Source: an optimization exercise on an open RTL-to-GDS flow (aim: small area). Production flows keep margins and buffers that such runs may drop.
Only simulation tests tie the RTL to the original design; equivalence was not proved.
Power and IR drop assume default switching activity.

File: design.v
module crc_xor2 (
    input  a,
    input  b,
    output y
);
    assign y = a ^ b;
endmodule
module rd_andor8 (
    input  [7:0] s,
    input  [7:0] d,
    output       y
);
    assign y = |(s & d);
endmodule
`timescale 1ns/1ns
module frame_top (
    input         clk,
    input         rst_n,
    input  [15:0] data_in,
    output        crc_err,
    output        fifo_full,
    output        fifo_empty,
    output        crc_valid_o,
    output        data_out_ch1,
    output        data_out_ch2,
    output        data_out_ch3,
    output        data_out_ch4,
    output        data_out_ch5,
    output        data_out_ch6,
    output        data_out_ch7,
    output        data_out_ch8,
    output        data_vld_ch1,
    output        data_vld_ch2,
    output        data_vld_ch3,
    output        data_vld_ch4,
    output        data_vld_ch5,
    output        data_vld_ch6,
    output        data_vld_ch7,
    output        data_vld_ch8
);
    localparam [15:0] CRC_OK = 16'h7b9a;
    reg        e1;               
    reg        t1;               
    reg        dup;              
    reg  [3:0] st;               
    reg [15:0] crc;              
    reg  [7:0] ch_sel;           
    reg        cflag;            
    reg        crc_err_r;
    reg        p0, p1, p2, p3;   
    reg  [3:0] fs;               
    reg  [3:0] wp;               
    reg [15:0] mem [0:7];
    reg  [7:0] vld;              
    reg  [7:0] ow;               
    reg        pb;               
    reg  [3:0] bc;               
    reg  [3:0] rp;               
    wire [15:0] x = data_in ^ ((st[3:1] == 3'd0) ? 16'd0 : crc);
    wire [15:0] crc_nx;
    wire [25:0] s;
    crc_xor2 u_x0 (.a(x[8]), .b(x[12]), .y(s[0]));
    crc_xor2 u_x1 (.a(x[10]), .b(x[14]), .y(s[1]));
    crc_xor2 u_x2 (.a(x[5]), .b(x[9]), .y(s[2]));
    crc_xor2 u_x3 (.a(x[7]), .b(x[11]), .y(s[3]));
    crc_xor2 u_x4 (.a(x[13]), .b(s[2]), .y(s[4]));
    crc_xor2 u_x5 (.a(x[6]), .b(s[1]), .y(s[5]));
    crc_xor2 u_x6 (.a(x[4]), .b(s[0]), .y(s[6]));
    crc_xor2 u_x7 (.a(x[15]), .b(s[3]), .y(s[7]));
    crc_xor2 u_x8 (.a(x[2]), .b(s[5]), .y(s[8]));
    crc_xor2 u_x9 (.a(x[14]), .b(s[7]), .y(s[9]));
    crc_xor2 u_x10 (.a(x[1]), .b(s[4]), .y(s[10]));
    crc_xor2 u_x11 (.a(x[12]), .b(s[10]), .y(s[11]));
    crc_xor2 u_x12 (.a(x[0]), .b(s[6]), .y(s[12]));
    crc_xor2 u_x13 (.a(x[13]), .b(s[8]), .y(s[13]));
    crc_xor2 u_x14 (.a(x[3]), .b(s[9]), .y(s[14]));
    crc_xor2 u_x15 (.a(x[11]), .b(s[12]), .y(s[15]));
    crc_xor2 u_x16 (.a(x[15]), .b(s[6]), .y(s[16]));
    crc_xor2 u_x17 (.a(s[4]), .b(s[15]), .y(crc_nx[5]));
    crc_xor2 u_x18 (.a(s[5]), .b(s[11]), .y(crc_nx[6]));
    crc_xor2 u_x19 (.a(s[7]), .b(s[13]), .y(crc_nx[7]));
    crc_xor2 u_x20 (.a(s[0]), .b(s[14]), .y(crc_nx[8]));
    crc_xor2 u_x21 (.a(x[9]), .b(x[13]), .y(s[17]));
    crc_xor2 u_x22 (.a(s[17]), .b(s[16]), .y(crc_nx[9]));
    crc_xor2 u_x23 (.a(s[1]), .b(s[4]), .y(crc_nx[10]));
    crc_xor2 u_x24 (.a(x[11]), .b(x[15]), .y(s[18]));
    crc_xor2 u_x25 (.a(s[18]), .b(s[5]), .y(crc_nx[11]));
    crc_xor2 u_x26 (.a(x[0]), .b(x[4]), .y(s[19]));
    crc_xor2 u_x27 (.a(s[19]), .b(x[7]), .y(s[20]));
    crc_xor2 u_x28 (.a(s[20]), .b(x[8]), .y(s[21]));
    crc_xor2 u_x29 (.a(s[21]), .b(x[15]), .y(crc_nx[12]));
    crc_xor2 u_x30 (.a(x[1]), .b(x[8]), .y(s[22]));
    crc_xor2 u_x31 (.a(s[22]), .b(s[2]), .y(crc_nx[13]));
    crc_xor2 u_x32 (.a(x[2]), .b(x[6]), .y(s[23]));
    crc_xor2 u_x33 (.a(s[23]), .b(x[9]), .y(s[24]));
    crc_xor2 u_x34 (.a(s[24]), .b(x[10]), .y(crc_nx[14]));
    crc_xor2 u_x35 (.a(x[3]), .b(x[10]), .y(s[25]));
    crc_xor2 u_x36 (.a(s[25]), .b(s[3]), .y(crc_nx[15]));
    assign crc_nx[0] = s[15];
    assign crc_nx[1] = s[11];
    assign crc_nx[2] = s[13];
    assign crc_nx[3] = s[14];
    assign crc_nx[4] = s[16];
    wire is_e    = (data_in == 16'he0e0);
    wire is_t    = (data_in == 16'h0e0e);
    wire hdr     = e1 & dup;
    wire trl     = t1 & dup;
    wire in_data = st[3] | st[2];
    wire active  = |vld;
    wire at_trl  = in_data & trl;
    wire good    = (st != 4'd4) & (crc == CRC_OK);
    wire rp_fs   = (rp == fs);
    wire will_ld = (|ch_sel) & (~active | (rp_fs & bc[3] & bc[2]));
    wire full    = (wp[2:0] == rp[2:0]) & (wp[3] ^ rp[3]);
    wire wr_ok   = (st != 4'd0) & ~full;
    wire load    = cflag & p3;
    wire bend    = active & (bc[2:0] == 3'd7);
    wire wend    = bend & bc[3];
    wire last_w  = rp_fs | cflag;
    wire  [7:0] rsel;
    wire [15:0] rword;
    genvar gj;
    generate
        for (gj = 0; gj < 8; gj = gj + 1) begin : g_rsel
            assign rsel[gj] = (rp[2:0] == gj);
        end
        for (gj = 0; gj < 16; gj = gj + 1) begin : g_rd
            rd_andor8 u_rd (
                .s(rsel),
                .d({mem[7][gj], mem[6][gj], mem[5][gj], mem[4][gj],
                    mem[3][gj], mem[2][gj], mem[1][gj], mem[0][gj]}),
                .y(rword[gj])
            );
        end
    endgenerate
    always @(posedge clk or negedge rst_n) begin
        if (!rst_n) begin
            e1 <= 1'b0; t1 <= 1'b0; dup <= 1'b0;
            st <= 4'd0;
            crc_err_r <= 1'b0;
            p0 <= 1'b0; p1 <= 1'b0; p2 <= 1'b0; p3 <= 1'b0;
            cflag <= 1'b0;
            fs <= 4'd0; rp <= 4'd0;
            vld <= 8'd0;
        end else begin
            e1  <= is_e;
            t1  <= is_t;
            dup <= (is_e & e1) | (is_t & t1);
            case (st)
                4'd0:    if (hdr) st <= 4'd1;
                4'd1:    st <= 4'd2;
                4'd2:    st <= 4'd3;
                4'd3:    st <= 4'd4;
                4'd12:   st <= 4'd0;
                default: st <= trl ? 4'd0 : st + 4'd1;
            endcase
            crc_err_r <= at_trl & ~good;
            p0 <= at_trl & good;
            p1 <= p0;
            p2 <= p1;
            p3 <= p2;
            if (at_trl & good & will_ld) begin
                fs    <= fs + (st - 4'd4);
                cflag <= 1'b1;
            end else if (load) begin
                cflag <= 1'b0;
            end
            if (load)
                vld <= ch_sel;
            else if (wend && last_w)
                vld <= 8'd0;
            if (bend && !bc[3])
                rp <= rp + 4'd1;
        end
    end
    always @(posedge clk) begin
        crc <= crc_nx;
        if (st == 4'd0 && hdr && !cflag)
            ch_sel <= data_in[7:0];
        if (st == 4'd0)
            wp <= fs;
        else if (wr_ok)
            wp <= wp + 4'd1;
        if (wr_ok)
            mem[wp[2:0]] <= data_in;
        pb <= active & ow[7];
        if (load || (wend && !last_w))
            ow <= rword[15:8];
        else if (bend)
            ow <= rword[7:0];
        else
            ow <= {ow[6:0], 1'b0};
        if (load)
            bc <= 4'd0;
        else
            bc <= bc + 4'd1;
    end
    wire bit_o = ow[7] ^ pb;
    assign crc_err     = crc_err_r;
    assign fifo_full   = 1'b0;
    assign fifo_empty  = ~p3;
    assign crc_valid_o = active;
    assign data_vld_ch1 = vld[0];
    assign data_vld_ch2 = vld[1];
    assign data_vld_ch3 = vld[2];
    assign data_vld_ch4 = vld[3];
    assign data_vld_ch5 = vld[4];
    assign data_vld_ch6 = vld[5];
    assign data_vld_ch7 = vld[6];
    assign data_vld_ch8 = vld[7];
    assign data_out_ch1 = vld[0] & bit_o;
    assign data_out_ch2 = vld[1] & bit_o;
    assign data_out_ch3 = vld[2] & bit_o;
    assign data_out_ch4 = vld[3] & bit_o;
    assign data_out_ch5 = vld[4] & bit_o;
    assign data_out_ch6 = vld[5] & bit_o;
    assign data_out_ch7 = vld[6] & bit_o;
    assign data_out_ch8 = vld[7] & bit_o;
endmodule
File: flow/run.sh
#!/bin/bash
# The standard layout (standard.sh, standard synthesis unchanged), with two
# changes: the port buffers are buf_1 cells, and clock tree synthesis uses
# buf_6 cells in clusters of up to 16 sinks without dummy loads.
set -euo pipefail
export BUFFER_PORTS_ARGS="-buffer_cell sky130_fd_sc_hd__buf_1"
export CTS_ARGS="-sink_clustering_enable -repair_clock_nets -sink_clustering_size 16 -sink_clustering_max_diameter 150 -buf_list sky130_fd_sc_hd__buf_6 -dont_use_dummy_load"
bash standard.sh > standard.log 2>&1
File: standard.sh
#!/bin/bash
# synth_recipe.tcl (not shown) runs the flow's synth.tcl, then flattens the netlist and writes it again
# the make line also repeats each setting of config.mk as NAME=value (left out here)
make -C /OpenROAD-flow-scripts/flow DESIGN_CONFIG=/design/flow/config.mk WORK_HOME=/design/flow/orfs CLKGATE_MAP_FILE= SYNTH_SCRIPT=/design/flow/synth_recipe.tcl "${@:-finish}"
File: config.mk
export PLATFORM = sky130hd
export DESIGN_NAME = frame_top
export DESIGN_NICKNAME = frame_top
export VERILOG_FILES = /design/flow/design.v
export SDC_FILE = /design/flow/constraint.sdc
export NUM_CORES = 4
export LEC_CHECK = 0
export CAP_MARGIN = 20
export CORE_MARGIN = 2
export CORE_UTILIZATION = 40
export CTS_BUF_LIST = sky130_fd_sc_hd__clkbuf_8
export CTS_CLUSTER_DIAMETER = 150
export CTS_CLUSTER_SIZE = 16
export PLACE_DENSITY = 0.6
export SLEW_MARGIN = 20
export SYNTH_HIERARCHICAL = 1
File: constraint.sdc
create_clock -name core_clock -period 5.0 [get_ports {clk}]
set_input_delay 1.0000 -clock core_clock [delete_from_list [all_inputs] [get_ports {clk}]]
set_output_delay 1.0000 -clock core_clock [all_outputs]
set_load 0.01 [all_outputs]
==> results.txt, run 1 <==
Die
During I/O placement, the number of pins put on the boundary was 38. The height of the die is 145 µm. The initial utilization of the core area, before any placement, comes to 0.410. The floorplan step defined a die boundary enclosing 21200 µm². The die width is 145 µm. The number of rows created at floorplan is 51.

The core area is 19500 µm².

Placed design
The congestion estimate from routability-driven global placement came to 0.839. The HPWL after detailed placement is 11700 µm. The count of buffers inserted at the top-level ports is 36.

Before CTS, the worst setup slack after placement is 2.02 ns.

Timing
The count of pins over their slew limit is 0. The worst path needs 2.97 ns of the cycle, external delays included. The number of endpoints failing setup at the final stage is 0. Of the available clock period, the critical path in the final layout requires 0.594. The total negative slack for setup checks is 0 ns. Setup repair after global routing left no endpoint under its margin.

The setup clock skew after layout is 0.0340 ns. For the pin with the worst max-slew slack, the measured transition is 1.06 ns. For this run, the top clock speed supported by timing is 336 MHz. The total count of hold-check failures in the final report is 0. In this run the tightest slew margin relative to its limit is 0.293.

The final critical-path setup slack is 2.03 ns.

Logic synthesis
By count the netlist is led by edfxtp_1 (140), a22oi_1 (64), xor2_1 (45). The number of nets handed over by synthesis was 593. After synthesis, the largest family of logic cells by area is compound AO/OA/AOI/OAI gates. After synthesis, the share of flip-flops with an asynchronous set or reset is 0.146. Yosys mapped a number of flops with a built-in enable equal to 140. The share of Yosys cell area claimed by the top area cell type is 0.525. The post-synthesis share of cell area spent on and, or, nand and nor gates is 0.0930. The number of instances in the synthesized netlist is 557. The dominant register cell in the synthesized netlist is edfxtp_1.

Of the total synthesized cell area, the portion taken by full adders, half adders and majority gates is 0.0291. The average size of a mapped cell is 14.4 µm². The mapped cell area is 8010 µm². The synthesized design contains 198 register bits. The synthesized-area fraction occupied by xor and xnor cells is 0.0777. The fraction of synthesized area in multiplexers is 0.00563.

Of the synthesized area, sequential elements account for 0.688. The number of unique standard cell types used by synthesis is 45. The dominant cell by count in the synthesized netlist is edfxtp_1. Sorting the synthesized cells by area gives the leading types as edfxtp_1 (53%), dfrtp_1 (9.1%), dfxtp_1 (7.3%). The largest area contributor in the netlist is edfxtp_1. The fraction of the mapped netlist area in compound gates is 0.0960.

The count of warnings emitted by yosys is 7.

Clock tree
The buffer levels on the longest clock path is 2. The sink count of the clock tree is 198. The number of buffers inserted for hold repair after clock tree synthesis is 0.

The number of clock buffers added by TritonCTS is 17. The later-pin clock latency in the skew report is 0.45 ns. The H-tree generated during clock tree synthesis spans 4 levels. In this run the post-CTS setup repair buffer count came out at 0. The clock tree root buffer cell is buf_6. The clock tree from TritonCTS is built. The count of cells resized by post-cts repair is 0.

The post-CTS clock slew at the launch and capture registers of the worst setup and hold paths is 0.08 ns.

Finish
In the final design database the tool counted 650 nets. The repair_antennas step left the layout with diodes totalling 0. After filler insertion, the fill cell instance count of the layout stands at 1808. In the final layout, the share of cells above drive strength 1 is 0.0654. Relative to the synthesized area, the layout overhead comes to 9.00%.

Worst setup path
The kind of start point of the critical path is a flip-flop. Along the worst path, the maximum fanout reaches 16. The type of destination of the critical path is a flip-flop. Data on the critical path is required at its endpoint by 5.36 ns. The data arrival time of the critical path is 3.33 ns. The worst setup path is of the flip-flop to flip-flop kind.

Global route
Global routing finished with a remaining overflow of 0. The first global-routing pass estimated 28100 µm of wire. The overall track demand over capacity in global routing is 0.176. Entering global routing, the biggest net connects 30 pins.

The number of global-route vias before repair is 5027. The initial antenna violation count is 0.

Route
In this run the remaining antenna-violating nets after routing total 0. The wire length reported by the detailed router is 18100 µm. The first TritonRoute pass finished after 5 iterations. The final route contains 4854 vias. The ratio of routed vias to standard cells is 5.53. For this block, the initial DRC count from the detailed router was 352. After detailed routing, the average wire length per cell comes to 20.7 µm. The DRC violations left is 0.

Power and ir drop
The leakage power is 3.00 nW. The maximum VDD drop is 0.167 mV. The clock network power share is 0.274. In this run the power density over the cells is 305 nW/µm². The power share of the sequential group is 0.684. The net switching power is 0.567 mW. The share of total power dissipated in combinational logic is 0.042.

The internal power consumption is 2.09 mW. Of the total power, the share spent switching nets is 0.213.

Run status
The flow ran to the end and the layout has no timing, DRC or antenna violations.

Hold path
The worst hold path class is flip-flop to flip-flop.

Run
The tool flagged a number of max-cap violations equal to 0.
-- power by group through the flow --
stage	sequential, mW	clock, mW	combinational, mW
after global placement	1.85	0	0.108
final	1.82	0.728	0.111
after global routing	1.82	0.816	0.121
after CTS	1.82	0.746	0.112
after detailed placement	1.85	0	0.110
after floorplan	1.84	0	0.0652
-- area by class of cell --
type	instances	area (µm²)	area share
clock buffers	17	191	0.0219
inverters	13	48.8	0.00559
repair buffers	45	204	0.0234
well taps	265	332	0.0380
flip-flops and latches	198	5510	0.631
multi-input cells	339	2440	0.280
-- through the flow --
step,hold WS [ns],utilization,power [mW],area (µm²),instances
final,0.354,0.447,2.66,8730,877
after global routing,0.368,0.447,2.76,8730,877
after CTS,0.360,0.447,2.68,8730,877
after detailed placement,0.340,0.437,1.96,8530,860
after global placement,0.334,0.437,1.96,8530,860
after floorplan,0.331,-,1.91,8010,557
-- Yosys stat by module, one instance, submodules excluded --
| module | flip-flops and latches | cells inside |
|---|---|---|
| crc_xor2 | 0 | 1 |
| frame_top | 198 | 440 |
| rd_andor8 | 0 | 5 |
-- flip-flops by register name (all words and copies together) (netlist names), 4 cells and up --
name    cells
rp          4
crc        16
ch_sel      8
bc          4
vld         8
st          4
fs          4
mem       128
ow          8
wp          4
-- final timing paths --
check                                  start             end  slack [ns]  depth (start not counted)
hold reg to reg                 p0$_DFF_PN0_    p1$_DFF_PN0_        0.35                          0
setup / recovery           st[3]$_DFFE_PN0P_  crc[6]$_DFF_P_        2.03                          9
hold / removal                  p0$_DFF_PN0_    p1$_DFF_PN0_        0.35                          0
min in group asynchronous              rst_n    p2$_DFF_PN0_        0.63                          1
max in group asynchronous              rst_n   dup$_DFF_PN0_        3.87                          1
setup reg to reg           st[3]$_DFFE_PN0P_  crc[6]$_DFF_P_        2.03                          9
-- worst max-delay path: stages (launching register included) --
cell     delay (ns)
dfrtp_1        0.47
nor2_1         0.29
nand2_1        0.40
nand2_1        0.21
xnor2_1        0.23
xor2_1         0.31
xor2_1         0.37
xor2_1         0.21
xor2_1         0.24
xor2_1         0.16
-- cell families after synthesis --
family | after synthesis
buf+inv | 20
mux | 3
other cells | 1
xor+xnor | 71
flops | 198
compound gates | 105
simple gates | 141
fa+ha+maj | 18
-- routing by layer --
metal | global-route usage | vias up | routed length (µm)
met3 | 0.0398 | 25 | 1090
met2 | 0.289 | 158 | 8670
met1 | 0.236 | 2458 | 8080
met4 | 0.0500 | 0 | 280
met5 | 0 | - | 0
li1 | - | 2213 | -
-- placed cells by master (no fill, tap or decap), drive strengths merged, types with 8 or more instances in the layout --
| cell type | instances |
|---|---|
| nand2 | 38 |
| o22ai | 8 |
| nor2 | 33 |
| buf | 61 |
| o21ai | 10 |
| dfxtp | 29 |
| xnor2 | 26 |
| inv | 13 |
| a22oi | 64 |
| and2 | 15 |
| nand4 | 18 |
| dfrtp | 29 |
| a22o | 9 |
| ha | 17 |
| edfxtp | 140 |
| xor2 | 45 |
==> run 2, diff against run 1 <==
==> run.sh (new file) <==
#!/bin/bash
# synth_recipe.tcl (not shown) runs the flow's synth.tcl, then flattens the netlist and writes it again
# the make line also repeats each setting of config.mk as NAME=value (left out here)
make -C /OpenROAD-flow-scripts/flow DESIGN_CONFIG=/design/flow/config.mk WORK_HOME=/design/flow/orfs CLKGATE_MAP_FILE= SYNTH_SCRIPT=/design/flow/synth_recipe.tcl finish
removed: flow/run.sh
removed: standard.sh
==> run 2 against run 1 <==
  * Clock skew decreased by 0.015 ns
  * Worst setup slack got worse by 0.057 ns
  * Fmax fell by 1.9%
  * Design area up 4.7%
  * Total power rose by 8.2%
  * Synthesized cell count unchanged
  * Wire length down 0.80%
  * Sequential power about the same
  * Count of clock-buffer cells in the layout stayed put
  * Synthesized area is the same
  * Non-clock buffer count is 1 higher
  * Largest power group unchanged
==> results.txt, run 2 <==
Logic synthesis
The number of unique standard cell types used by synthesis was 45 (unchanged). The largest area contributor in the netlist is edfxtp_1. The share of Yosys cell area claimed by the top area cell type came to 0.525 (unchanged). Sorting the synthesized cells by area gives the leading types as edfxtp_1 (53%), dfrtp_1 (9.1%), dfxtp_1 (7.3%). The commonest cells after synthesis are edfxtp_1 (140), a22oi_1 (64), xor2_1 (45).

The average size of a mapped cell was 14.4 µm² (unchanged). The sequential area share after synthesis is 0.688 (unchanged). The flip-flop and latch count after synthesis is 198 (unchanged).

Yosys instantiated no cell more often than edfxtp_1. The dominant register cell in the synthesized netlist is edfxtp_1. The mapped cell area is 8010 µm² (unchanged). The count of warnings emitted by yosys is 7 (unchanged).

The number of enable flip-flop cells after synthesis came to 140 (unchanged). The share of async-settable or async-resettable flops after synthesis is 0.146 (unchanged). The number of instances in the synthesized netlist is 557 (unchanged).

The post-synthesis net count is 593 (unchanged).

Finish
The area occupied by multi-input gates is 2450 µm² (+0.26%). The fraction of final layout cells with drive strength greater than 1 is 0.0844 (+0.0190). The flip-flop count of the largest register after layout is 128 (unchanged). The synthesis-to-layout area growth is 14.1%.

The area taken by flip-flops and latches is 5510 µm² (unchanged). The top cell types in the final layout, fill and taps aside, are edfxtp_1 (140), a22oi_1 (64), xor2_1 (45). The post-layout net count came to 651 (+0.15%). The filler cell count is 1737 (-3.9%). The commonest non-fill, non-tap cell in the layout is edfxtp_1.

The number of antenna repair diodes came to 0 (unchanged).

Timing
The pin slew with the least headroom to its limit is 1.07 ns (+0.00977 ns). The fmax is 330 MHz (-1.9%). The number of endpoints failing setup at the final stage is 0 (unchanged). The tightest hold margin is 0.356 ns (+0.00157 ns). The setup clock skew after layout is 0.0187 ns (-0.0153 ns).

The count of pins over their slew limit is 0 (unchanged). Setup repair after global routing left no endpoint under its margin. The worst-case headroom to the max-slew limit is 0.287 (-0.00653). The post-route clock period utilization came to 0.606 (+0.0114).

The total count of hold-check failures in the final report is 0 (unchanged). The total negative slack for setup checks came to 0 ns (unchanged). The minimum clock period after layout is 3.03 ns (+0.0570 ns).

Placed design
The weighted congestion at the end of routability-driven global placement came to 0.813 (-3.0%). The count of buffers inserted at the top-level ports is 36 (unchanged). The total half-perimeter wirelength after legalization and detailed placement is 11500 µm (-1.1%).

Power and ir drop
The internal power consumption is 2.23 mW (+6.9%). The power share of the sequential group is 0.630 (-0.054). The net switching power is 0.642 mW (+13%). The clock network power share was 0.328 (+0.054).

The combinational power share was 0.042 (about the same). The total power density per cell area is 315 nW/µm² (+3.4%). The leakage power is 3.16 nW (+5.4%). The maximum VDD drop is 0.164 mV (-1.7%). The switching portion of total power is 0.223 (+0.00977).

Clock tree
The later-pin clock latency in the skew report is 0.46 ns (about the same). The number of levels in the clock H-tree was 4 (unchanged). The number of CTS-inserted buffers is 17 (unchanged). The post-CTS clock slew at the launch and capture registers of the worst setup and hold paths is 0.10 ns (+0.02 ns). The sink count of the clock tree is 198 (unchanged). The number of setup buffers added after CTS is 0 (unchanged). The clock tree root buffer cell is clkbuf_8. The count of cells resized by post-cts repair is 0 (unchanged).

The buffer levels on the longest clock path was 2 (unchanged). The number of buffers inserted for hold repair after clock tree synthesis was 0 (unchanged). TritonCTS built the clock tree.

Die
The height of the die is 145 µm (unchanged). The core area is 19500 µm² (unchanged). The initial cell density of the core is 0.410 (unchanged). The number of I/O pins was 38 (unchanged). The number of rows created at floorplan was 51 (unchanged).

The die width was 145 µm (unchanged). The die area is 21200 µm² (unchanged).

Global route
The number of global-route vias before repair came to 4665 (-7.2%). The final global-route overflow total is 0 (unchanged). The pin count of the biggest net entering global routing is 30 (unchanged). The initial antenna violation count was 0 (unchanged).

The overall track demand over capacity in global routing is 0.172 (-0.00403). The global-route wire length before repair is 27200 µm (-3.2%).

Worst setup path
The required time of the critical path is 4.00 ns (-1.36 ns). The critical path is of the flip-flop to output pin type. The maximum fanout along the worst path is 4 (-12).

The worst setup path is launched from a flip-flop. The type of destination of the critical path is an output pin. The data arrival time of the critical path is 2.03 ns (-1.30 ns).

Route
The count of TritonRoute iterations in the first routing pass is 5 (unchanged). The average wire length per cell after detail routing is 20.1 µm (-2.6%). The iteration-0 DRC count of the detailed router was 330 (-6.3%). The DRC violations left is 0 (unchanged). The total via count in the routed design was 4846 (-0.16%). The residual antenna-violating net count after detailed routing was 0 (unchanged). The wire length reported by the detailed router was 18000 µm (-0.80%).

The ratio of routed vias to standard cells is 5.43 (-2.0%).

Run status
The run finished with no timing, DRC or antenna violations.

Run
The reported max-cap violation count is 0 (unchanged).

Hold path
The worst hold path class is flip-flop to flip-flop.
## run 2: cell types whose count changed in the layout (fill, tap and decap cells not counted), moves of 2 or more
cell,change
inv_8,+2
inv_1,+2
buf_1,-35
buf_6,-17
clkbuf_8,+17
inv_6,+2
clkinvlp_4,+5
clkinv_2,+3
clkdlybuf4s50_1,+36
## run 2: path summary, 6_finish.rpt
path | start | endpoint | slack, ns | depth (start not counted)
worst max-delay path | vld[5]$_DFFE_PN0P_ | crc_valid_o | 1.97 | 3
worst min-delay path | p1$_DFF_PN0_ | p2$_DFF_PN0_ | 0.36 | 0
worst max register to register | st[3]$_DFFE_PN0P_ | crc[8]$_DFF_P_ | 2.03 | 9
worst min register to register | p1$_DFF_PN0_ | p2$_DFF_PN0_ | 0.36 | 0
max in group asynchronous | rst_n | st[2]$_DFFE_PN0P_ | 3.80 | 2
min in group asynchronous | rst_n | vld[3]$_DFFE_PN0P_ | 0.92 | 2
## run 2: area by class of cell
type	instances	share of cell area
sequential	198	0.603
multi-input combinational	339	0.268
clock inverter	15	0.0142
tap	265	0.0363
timing repair buffer	46	0.0477
inverter	13	0.00534
clock buffer	17	0.0256
## run 2: kinds of logic after synthesis
| group | after synthesis | synth area share |
|---|---|---|
| xor+xnor | 71 | 0.0777 |
| other cells | 1 | 0.000468 |
| flops | 198 | 0.688 |
| compound gates | 105 | 0.0960 |
| simple gates | 141 | 0.0930 |
| mux | 3 | 0.00563 |
| buf+inv | 20 | 0.00985 |
| fa+ha+maj | 18 | 0.0291 |
## run 2: power groups by stage
stage	sequential [mW]	combinational [mW]	clock (mW)
2_1_floorplan	1.84	0.0652	0
3_3_place_gp	1.85	0.119	0
3_5_place_dp	1.85	0.120	0
4_1_cts	1.81	0.121	0.970
5_1_grt	1.82	0.131	1.04
6_report	1.81	0.120	0.944
## run 2: through the flow
| step | total power [mW] | utilization | cells | worst slack (ns) | cell area, µm² |
|---|---|---|---|---|---|
| after floorplan | 1.91 | - | 557 | 2.11 | 8010 |
| after global placement | 1.97 | 0.449 | 861 | 1.72 | 8770 |
| after detailed placement | 1.97 | 0.449 | 861 | 1.64 | 8770 |
| after CTS | 2.90 | 0.468 | 893 | 1.91 | 9140 |
| after global routing | 2.99 | 0.468 | 893 | 1.76 | 9140 |
| final | 2.88 | 0.468 | 893 | 1.97 | 9140 |
## run 2: layer usage
layer / GRT usage / vias to the layer above / part of all wire
li1: - / 2229 / -
met1: 0.231 / 2457 / 0.45
met2: 0.278 / 141 / 0.48
met3: 0.0408 / 19 / 0.057
met4: 0.0549 / 0 / 0.012
met5: 0 / - / 0
## run 2: critical path: stages, from the launching register on
cell	delay, ns
dfrtp_1	0.42
nor4_1	0.42
nand2_1	0.21
clkdlybuf4s50_1	0.53
## run 2: Yosys stat by module, one instance, submodules excluded
module     flip-flops and latches  cells inside  times used  cell area [µm²]
frame_top                     198           440           1             7100
rd_andor8                       0             5          16             36.3
crc_xor2                        0             1          37             8.76
==> run 3, diff against run 2 <==
==> flow/run.sh (new file) <==
#!/bin/bash
# The standard layout (standard.sh, standard synthesis unchanged), with two
# changes: the port buffers are buf_1 cells, and clock tree synthesis uses
# clkbuf_8 in clusters of up to 16 sinks without dummy loads.
set -euo pipefail
export BUFFER_PORTS_ARGS="-buffer_cell sky130_fd_sc_hd__buf_1"
export CTS_ARGS="-sink_clustering_enable -repair_clock_nets -sink_clustering_size 30 -sink_clustering_max_diameter 200 -buf_list sky130_fd_sc_hd__clkbuf_16 -dont_use_dummy_load"
bash standard.sh > standard.log 2>&1
==> standard.sh (new file) <==
#!/bin/bash
# synth_recipe.tcl (not shown) runs the flow's synth.tcl, then flattens the netlist and writes it again
# the make line also repeats each setting of config.mk as NAME=value (left out here)
make -C /OpenROAD-flow-scripts/flow DESIGN_CONFIG=/design/flow/config.mk WORK_HOME=/design/flow/orfs CLKGATE_MAP_FILE= SYNTH_SCRIPT=/design/flow/synth_recipe.tcl "${@:-finish}"
==> config.mk (replaced) <==
export PLATFORM = sky130hd
export DESIGN_NAME = frame_top
export DESIGN_NICKNAME = frame_top
export VERILOG_FILES = /design/flow/design.v
export SDC_FILE = /design/flow/constraint.sdc
export NUM_CORES = 4
export LEC_CHECK = 0
export CAP_MARGIN = 0
export CORE_MARGIN = 2
export CORE_UTILIZATION = 40
export PLACE_DENSITY = 0.6
export SLEW_MARGIN = 0
export SYNTH_HIERARCHICAL = 1
removed: run.sh
==> run 3 against run 2 <==
  * Non-clock buffer count fell by 1
  * Wire length rose by 1.3%
  * Sequential share of layout area rose by 1.2 points
  * Combinational power fell by 8%
  * Clock power rose by 15%
  * Critical endpoint is now crc[6]$_DFF_P_
  * Largest cell class unchanged
  * Largest power group unchanged
==> results.txt, run 3 <==
Clock tree
The sink count of the clock tree came to 198 (unchanged). The buffer levels on the longest clock path came to 2 (unchanged). The post-CTS clock slew at the launch and capture registers of the worst setup and hold paths is 0.06 ns (-0.04 ns). The number of levels in the clock H-tree came to 4 (unchanged). The clock tree root buffer cell is clkbuf_16. The number of setup buffers added after CTS is 0 (unchanged). The number of buffers inserted for hold repair after clock tree synthesis was 0 (unchanged). The count of cells resized by post-cts repair came to 0 (unchanged). TritonCTS built the clock tree. The later-pin clock latency in the skew report is 0.42 ns (-0.04 ns). The number of CTS-inserted buffers is 17 (unchanged).

Logic synthesis
The number of unique standard cell types used by synthesis was 45 (unchanged). The share of Yosys cell area claimed by the top area cell type is 0.525 (unchanged). The mapped cell area is 8010 µm² (unchanged). The dominant cell by count in the synthesized netlist is edfxtp_1. The count of warnings emitted by yosys came to 7 (unchanged).

By count the netlist is led by edfxtp_1 (140), a22oi_1 (64), xor2_1 (45). The average size of a mapped cell came to 14.4 µm² (unchanged). The largest total area in the synthesized netlist belongs to edfxtp_1. The flip-flop and latch count after synthesis is 198 (unchanged). The number of instances in the synthesized netlist came to 557 (unchanged). Yosys attributes the largest share of cell area to edfxtp_1 (53%), dfrtp_1 (9.1%), dfxtp_1 (7.3%).

The number of enable flip-flop cells after synthesis came to 140 (unchanged). The share of async-settable or async-resettable flops after synthesis came to 0.146 (unchanged). The sequential area share after synthesis is 0.688 (unchanged).

The post-synthesis net count is 593 (unchanged). The dominant register cell in the synthesized netlist is edfxtp_1.

Timing
The number of endpoints failing setup at the final stage was 0 (unchanged). The post-route clock period utilization came to 0.592 (-0.0135). The count of pins over their slew limit was 0 (unchanged).

The minimum clock period after layout is 2.96 ns (-0.0676 ns). The fmax was 338 MHz (+2.3%). The worst-case headroom to the max-slew limit was 0.289 (+0.00257). The pin slew with the least headroom to its limit was 1.06 ns (-0.00384 ns). The total negative slack for setup checks is 0 ns (unchanged). The tightest hold margin is 0.349 ns (-0.00656 ns).

The setup clock skew after layout is 0.0172 ns (-0.00145 ns). The total count of hold-check failures in the final report is 0 (unchanged). Setup repair after global routing left no endpoint under its margin.

Hold path
The number of cells traversed by the worst hold path came to 0 (unchanged). The worst hold path class is flip-flop to flip-flop.

Route
The ratio of routed vias to standard cells is 5.48 (+0.96%). The iteration-0 DRC count of the detailed router came to 386 (+17%). The DRC violations left was 0 (unchanged). The count of TritonRoute iterations in the first routing pass is 5 (unchanged). The wire length reported by the detailed router was 18200 µm (+1.3%). The average wire length per cell after detail routing is 20.7 µm (+3.1%).

The residual antenna-violating net count after detailed routing was 0 (unchanged). The total via count in the routed design is 4805 (-0.85%).

Finish
The area occupied by multi-input gates came to 2440 µm² (-0.26%). The final standard cell area without fillers is 8960 µm² (-1.9%). The area taken by flip-flops and latches is 5510 µm² (unchanged). The post-layout net count was 650 (-0.15%).

Leaving out fill and tap cells, the most frequent cells in the layout are edfxtp_1 (140), a22oi_1 (64), xor2_1 (45). The post-layout instance count excluding filler cells is 877 (-1.8%). The filler cell count is 1781 (+2.5%). Leaving out fill and tap cells, the most frequent cell in the layout is edfxtp_1. The fraction of final layout cells with drive strength greater than 1 is 0.0654 (-0.0190). The synthesis-to-layout area growth is 11.9%. The flip-flop count of the largest register after layout is 128 (unchanged). The number of antenna repair diodes is 0 (unchanged).

Placed design
The weighted congestion at the end of routability-driven global placement was 0.839 (+3.1%). The count of buffers inserted at the top-level ports is 36 (unchanged). The total half-perimeter wirelength after legalization and detailed placement came to 11700 µm (+1.1%). The count of placed standard cells including taps is 860 (-0.12%). The post-detailed-placement cell area is 8530 µm² (-2.7%).

Power and ir drop
The maximum VDD drop was 0.268 mV (+63%). The overall power after layout came to 3.02 mW (+5.0%). The total power density per cell area is 337 nW/µm² (+7.0%). The leakage power is 3.11 nW (-1.8%).

Worst setup path
The logic depth of the worst register-to-register path came to 9 (unchanged). The biggest cell delay along the critical path is 0.47 ns (-0.06 ns). By instance count, the cell type seen most on the critical path is xor2_1. The category of cells accounting for the largest share of critical-path delay is XOR/XNOR gates. The type of destination of the critical path is a flip-flop. The cell with the largest stage delay on the worst path is dfrtp_1. The maximum fanout along the worst path is 16 (+12). The worst path buffer plus inverter count was 0 (-1).

The kind of start point of the critical path is a flip-flop. The data arrival time of the critical path came to 3.31 ns (+1.28 ns). Walking the worst path, the cells encountered are nor2_1 > nand2_1 > nand2_1 > xnor2_1 > xor2_1 > xor2_1 > xor2_1 > xor2_1 > xor2_1.

The setup path with the least slack is of type flip-flop to flip-flop. The number of cells on the critical path is 9 (+6). The required time of the critical path was 5.35 ns (+1.35 ns).

Die
The die width was 145 µm (unchanged). The die area is 21200 µm² (unchanged). The initial cell density of the core is 0.410 (unchanged). The number of I/O pins is 38 (unchanged).

The height of the die is 145 µm (unchanged). The number of rows created at floorplan is 51 (unchanged). The core area is 19500 µm² (unchanged).

Global route
The final global-route overflow total is 0 (unchanged). The overall track demand over capacity in global routing is 0.177 (+0.00484). The initial antenna violation count is 0 (unchanged). The global-route wire length before repair is 28200 µm (+3.7%).

The number of global-route vias before repair came to 5044 (+8.1%). The pin count of the biggest net entering global routing came to 30 (unchanged).

Run
The reported max-cap violation count is 0 (unchanged).

Run status
The run finished with no timing, DRC or antenna violations.
[run 3: cell types whose count changed in the layout (fill, tap and decap cells not counted), sizes merged]
cell and change:
clkinvlp -5, clkinv -3, clkdlybuf4s50 -36, bufinv -1, inv -6, clkbuf +1, buf +34
[run 3: worst paths after layout]
path | start | end | slack [ns]
setup / recovery | st[3]$_DFFE_PN0P_ | crc[6]$_DFF_P_ | 2.04
hold / removal | p0$_DFF_PN0_ | p1$_DFF_PN0_ | 0.35
setup reg to reg | st[3]$_DFFE_PN0P_ | crc[6]$_DFF_P_ | 2.04
hold reg to reg | p0$_DFF_PN0_ | p1$_DFF_PN0_ | 0.35
max in group asynchronous | rst_n | dup$_DFF_PN0_ | 3.87
min in group asynchronous | rst_n | p2$_DFF_PN0_ | 0.64
[run 3: metal layers]
layer,GRT usage,vias to the layer above,routed length [µm]
met3,0.0351,18,1060
li1,-,2219,-
met1,0.239,2430,8090
met5,0,-,0
met4,0.0525,0,243
met2,0.291,138,8800
[run 3: cell families after synthesis]
family | after synthesis | synth area share
flip-flops | 198 | 0.688
AO/OA/AOI/OAI | 105 | 0.0960
multiplexers | 3 | 0.00563
other | 1 | 0.000468
adder cells (fa/ha/maj) | 18 | 0.0291
AND/OR/NAND/NOR | 141 | 0.0930
buffers and inverters | 20 | 0.00985
XOR/XNOR | 71 | 0.0777
[run 3: cell type report]
cell class                 instances  share of cell area
sequential                       198               0.615
timing repair buffer              45              0.0228
multi-input combinational        339               0.272
clock buffer                      17              0.0475
inverter                          13             0.00545
tap                              265              0.0370
[run 3: Yosys stat by module (local to each module, per instance)]
| module | times used | cells | flip-flops and latches |
|---|---|---|---|
| crc_xor2 | 37 | 1 | 0 |
| frame_top | 1 | 440 | 198 |
| rd_andor8 | 16 | 5 | 0 |
[run 3: where the power goes]
| part | switching (mW) | internal, mW | leakage (nW) |
|---|---|---|---|
| registers | 0.0248 | 1.79 | 1.92 |
| logic | 0.0739 | 0.0371 | 0.981 |
| clock network | 0.497 | 0.592 | 0.209 |
[run 3: stage by stage]
stage | worst slack (ns) | utilization
after global placement | 2.12 | 0.437
final | 2.04 | 0.459
after global routing | 1.78 | 0.459
after CTS | 2.04 | 0.459
after detailed placement | 2.02 | 0.437
after floorplan | 2.11 | -

## port drivers added, routing unchanged
In the flow no input, the clock included, has a driving cell. The finished layouts below were timed again as built, in two steps. Step 1 (the two cells are an assumption about what drives the block):
set clk [get_ports {clk}]
set_driving_cell -lib_cell sky130_fd_sc_hd__clkbuf_16 $clk
set_driving_cell -lib_cell sky130_fd_sc_hd__buf_2 [delete_from_list [all_inputs] $clk]
Step 2 adds t to the input delays and takes it off the output delays; t is the mean of the earliest and latest rising clock arrival at the registers after step 1. Input paths then give back, and output paths get back, about the clock's delay inside the block. Three values: no drivers, after step 1, after step 2; two values: the first two.
run	shift t [ns]	setup slack, ns	hold WS [ns]	worst setup path after step 2	clock arrival spread, ns
run 1	0.469	2.028 / 2.028 / 1.984	0.354 / 0.354 / 0.354	input to register	0.043 / 0.043
run 2	0.491	1.971 / 1.931 / 1.640	0.356 / 0.356 / 0.356	input to register	0.019 / 0.018
run 3	0.457	2.038 / 2.038 / 2.011	0.349 / 0.349 / 0.349	input to register	0.019 / 0.019
After both steps every run listed still meets setup and hold. For run 2, which loses most, drivers alone change the setup slack by -0.040 ns; drivers and shift together by -0.331 ns.
